This design comes from an exercise in tuning for small area, a short achievable clock period and few clock cycles per item on the open sky130 flow, not from production work.
The RTL was checked by simulation tests, not by an equivalence proof against the original design.
Power is estimated from default activity; no workload was simulated.

== red ==
Design mnist_classifier, start of the top module:
module mnist_classifier (
    input wire clk,
    input wire rst_n,
    input wire start,
    output reg [9:0] ram_addr,
    input wire       ram_data,
    output reg [3:0] prediction,
    output reg       done
);
export LEC_CHECK = 0
export CAP_MARGIN = 20
export CORE_MARGIN = 2
export CORE_UTILIZATION = 55
export SETUP_SLACK_MARGIN = 5
export SLEW_MARGIN = 20
export SYNTH_MEMORY_MAX_BITS = 32768
create_clock -name core_clock -period 8.0 [get_ports {clk}]
standard.sh (not shown) runs the stock make flow with config.mk's settings and CLKGATE_MAP_FILE= SYNTH_SCRIPT=/design/flow/synth_recipe.tcl, a recipe that flattens the netlist after the stock synthesis.
==> flow/flow/run.sh <==
#!/bin/bash
# Standard layout, with the setup repair aiming at 5.5 ns of slack instead of 5.
bash standard.sh SETUP_SLACK_MARGIN=5.5 finish > standard_flow.log 2>&1
red: full flow OK, the timing, DRC and antenna checks passed
Testbench counts of red, summed over its fixed seeds: cycles 65,864, items 192.
Changes in blue relative to red:
==> flow/run.sh (new file) <==
#!/bin/bash
# synth_recipe.tcl (not shown) runs the flow's synth.tcl, then flattens the netlist and writes it again
# the make line also repeats each setting of config.mk as NAME=value (left out here)
make -C /OpenROAD-flow-scripts/flow DESIGN_CONFIG=/design/flow/config.mk WORK_HOME=/design/flow/orfs CLKGATE_MAP_FILE= SYNTH_SCRIPT=/design/flow/synth_recipe.tcl finish
removed: flow/flow/run.sh
removed: flow/standard.sh
### Flow results
Diff red -> blue: time the worst path needs with I/O delays and setup increased by 0.20 ns relative to the old numbers, worst clock skew on the final layout closely matched the old numbers, wire length decreased by 4.2% relative to the old numbers.
Relative contribution of the clock network to total power ended up 2.8 points higher on blue than on red.
Taking red as the reference, in blue maximum frequency has decreased, design area has decreased, worst slack at placement has decreased, number of non-filler instances in the completed layout has decreased, maximum vdd drop has decreased.

Another version of the RTL of mnist_classifier (not shown whole).
Size in the first run: roughly 1,300 cells after synthesis, ~140 flip-flops, ~10,000 µm² of cells after synthesis.
==> flow/config.mk <==
export PLATFORM = sky130hd
export DESIGN_NAME = mnist_classifier
export DESIGN_NICKNAME = mnist_classifier
export VERILOG_FILES = /design/flow/design.v
export SDC_FILE = /design/flow/constraint.sdc
export NUM_CORES = 4
export LEC_CHECK = 0
export CAP_MARGIN = 20
export CORE_MARGIN = 2
export CORE_UTILIZATION = 50
export CTS_BUF_LIST = sky130_fd_sc_hd__clkbuf_4 sky130_fd_sc_hd__clkbuf_8
export SETUP_SLACK_MARGIN = 5
export SLEW_MARGIN = 20
export SYNTH_MEMORY_MAX_BITS = 32768
==> flow/constraint.sdc <==
create_clock -name core_clock -period 8.0 [get_ports {clk}]
set_input_delay 1.6000 -clock core_clock [delete_from_list [all_inputs] [get_ports {clk}]]
set_output_delay 1.6000 -clock core_clock [all_outputs]
set_load 0.01 [all_outputs]
==> flow/flow/run.sh <==
#!/bin/bash
# The standard layout, with the setup repair aiming at 5.5 ns of slack instead of 5.
bash standard.sh SETUP_SLACK_MARGIN=5.5 finish > standard_flow.log 2>&1
The first run ran to the end with no violations.
Testbench counts at the start, summed over its fixed seeds: cycles 64,328, items 192.
Then changed:
==> flow/flow/run.sh (replaced) <==
#!/bin/bash
# The standard layout, with the setup repair aiming at 5.4 ns of slack instead of 5.
bash standard.sh SETUP_SLACK_MARGIN=5.4 finish > standard_flow.log 2>&1
Settings changed: ABC_AREA from default to 1, CORE_UTILIZATION 50 to 60, CTS_BUF_LIST sky130_fd_sc_hd__clkbuf_4 sky130_fd_sc_hd__clkbuf_8 to default.
After rerunning:
- The changed run produced a clean layout
- count of clock-buffer cells in the layout stays the same
- wire length stays flat
- die area shrinks by 19%
Then changed:
==> flow/flow/run.sh (replaced) <==
#!/bin/bash
# The standard layout, with the setup repair aiming at 5.3 ns of slack instead of 5.
bash standard.sh SETUP_SLACK_MARGIN=5.3 finish > standard_flow.log 2>&1
Settings changed: CORE_UTILIZATION 60 to 55.
Routed wire length is lower by a few percent.
Non-clock buffer count goes down by 14.
Count of clock-buffer cells in the layout does not change.
Worst hold slack barely changes.
Then changed:
==> flow/flow/run.sh (replaced) <==
#!/bin/bash
# The standard layout, with the setup repair aiming at 5.4 ns of slack instead of 5.
bash standard.sh SETUP_SLACK_MARGIN=5.4 finish > standard_flow.log 2>&1
Effect: Wire length goes up by 1.8%. Hold slack degrades by 0.0038 ns. Critical path depth goes down by 8. Core utilization goes up by 1.2 points. Clock-buffer cell count goes up by 2. Cell count goes up by about 1%. Register-to-register slack improves by 0.23 ns.
Then changed:
==> flow/flow/run.sh (replaced) <==
#!/bin/bash
# The standard layout, with the setup repair aiming at 5.45 ns of slack instead of 5.
bash standard.sh SETUP_SLACK_MARGIN=5.45 finish > standard_flow.log 2>&1
The new run finished with timing, DRC and antenna clean.
Setup slack hardly moves.
Non-clock buffer count grows by 16.
Core utilization rises by 1.3 points.
Routed wire length came out higher by 1.1%.
Count of clock-buffer cells in the layout goes down by 1.
Then changed:
==> flow/flow/run.sh (replaced) <==
#!/bin/bash
# The standard layout, with the setup repair aiming at 5.4 ns of slack instead of 5.
bash standard.sh SETUP_SLACK_MARGIN=5.4 finish > standard_flow.log 2>&1
Settings changed: ABC_AREA 1 to default.
Total power is lower by 25%.
First-iteration DRC count is higher by 32%.
Global-route usage is lower by 0.74 points.
Clock-buffer cell count stays the same.
Final cell count is lower by 13%.
Sequential share of layout area is lower by 0.67 points.
Via count is lower by 5.0%.

separate check: timing with driven ports:
The flow's constraints put no driver on any port. The routed layouts listed below were extracted and timed again, unchanged, in two steps. Step 1 sets driving cells, clkbuf_16 on the clock port and buf_2 on the other inputs (assumed; they add their load-dependent delay and slew). Step 2 times the ports against the registers' clock, not the clock port: input delays grow and output delays shrink by t, the midpoint of the rising clock arrivals with the driver on. Three values: ideal, step 1, step 2; two values: the first two.
run | t, ns | setup WS [ns] | worst hold slack (ns) | clock arrival spread, ns
red | 0.465 | 5.206 / 5.206 / 5.119 | 0.491 / 0.491 / 0.491 | 0.010 / 0.010
blue | 0.470 | 5.004 / 5.004 / 4.652 | 0.491 / 0.491 / 0.491 | 0.011 / 0.011
the first run of note 2 | 0.498 | 5.383 / 5.337 / 5.059 | 0.514 / 0.514 / 0.514 | 0.018 / 0.018
the second run of note 2 | 0.470 | 5.345 / 5.368 / 4.898 | 0.465 / 0.465 / 0.465 | 0.014 / 0.014
the third run of note 2 | 0.465 | 5.272 / 5.272 / 4.974 | 0.465 / 0.465 / 0.465 | 0.015 / 0.015
the fourth run of note 2 | 0.474 | 5.412 / 5.419 / 4.962 | 0.461 / 0.461 / 0.461 | 0.016 / 0.017
the fifth run of note 2 | 0.462 | 5.415 / 5.415 / 5.024 | 0.474 / 0.474 / 0.474 | 0.015 / 0.015
the sixth run of note 2 | 0.469 | 5.390 / 5.344 / 4.999 | 0.506 / 0.506 / 0.506 | 0.016 / 0.016
After both steps setup and hold are still met in every run listed. The setup slack of the fourth run of note 2, which loses most, moves by +0.007 ns with the drivers and by -0.450 ns with both steps.
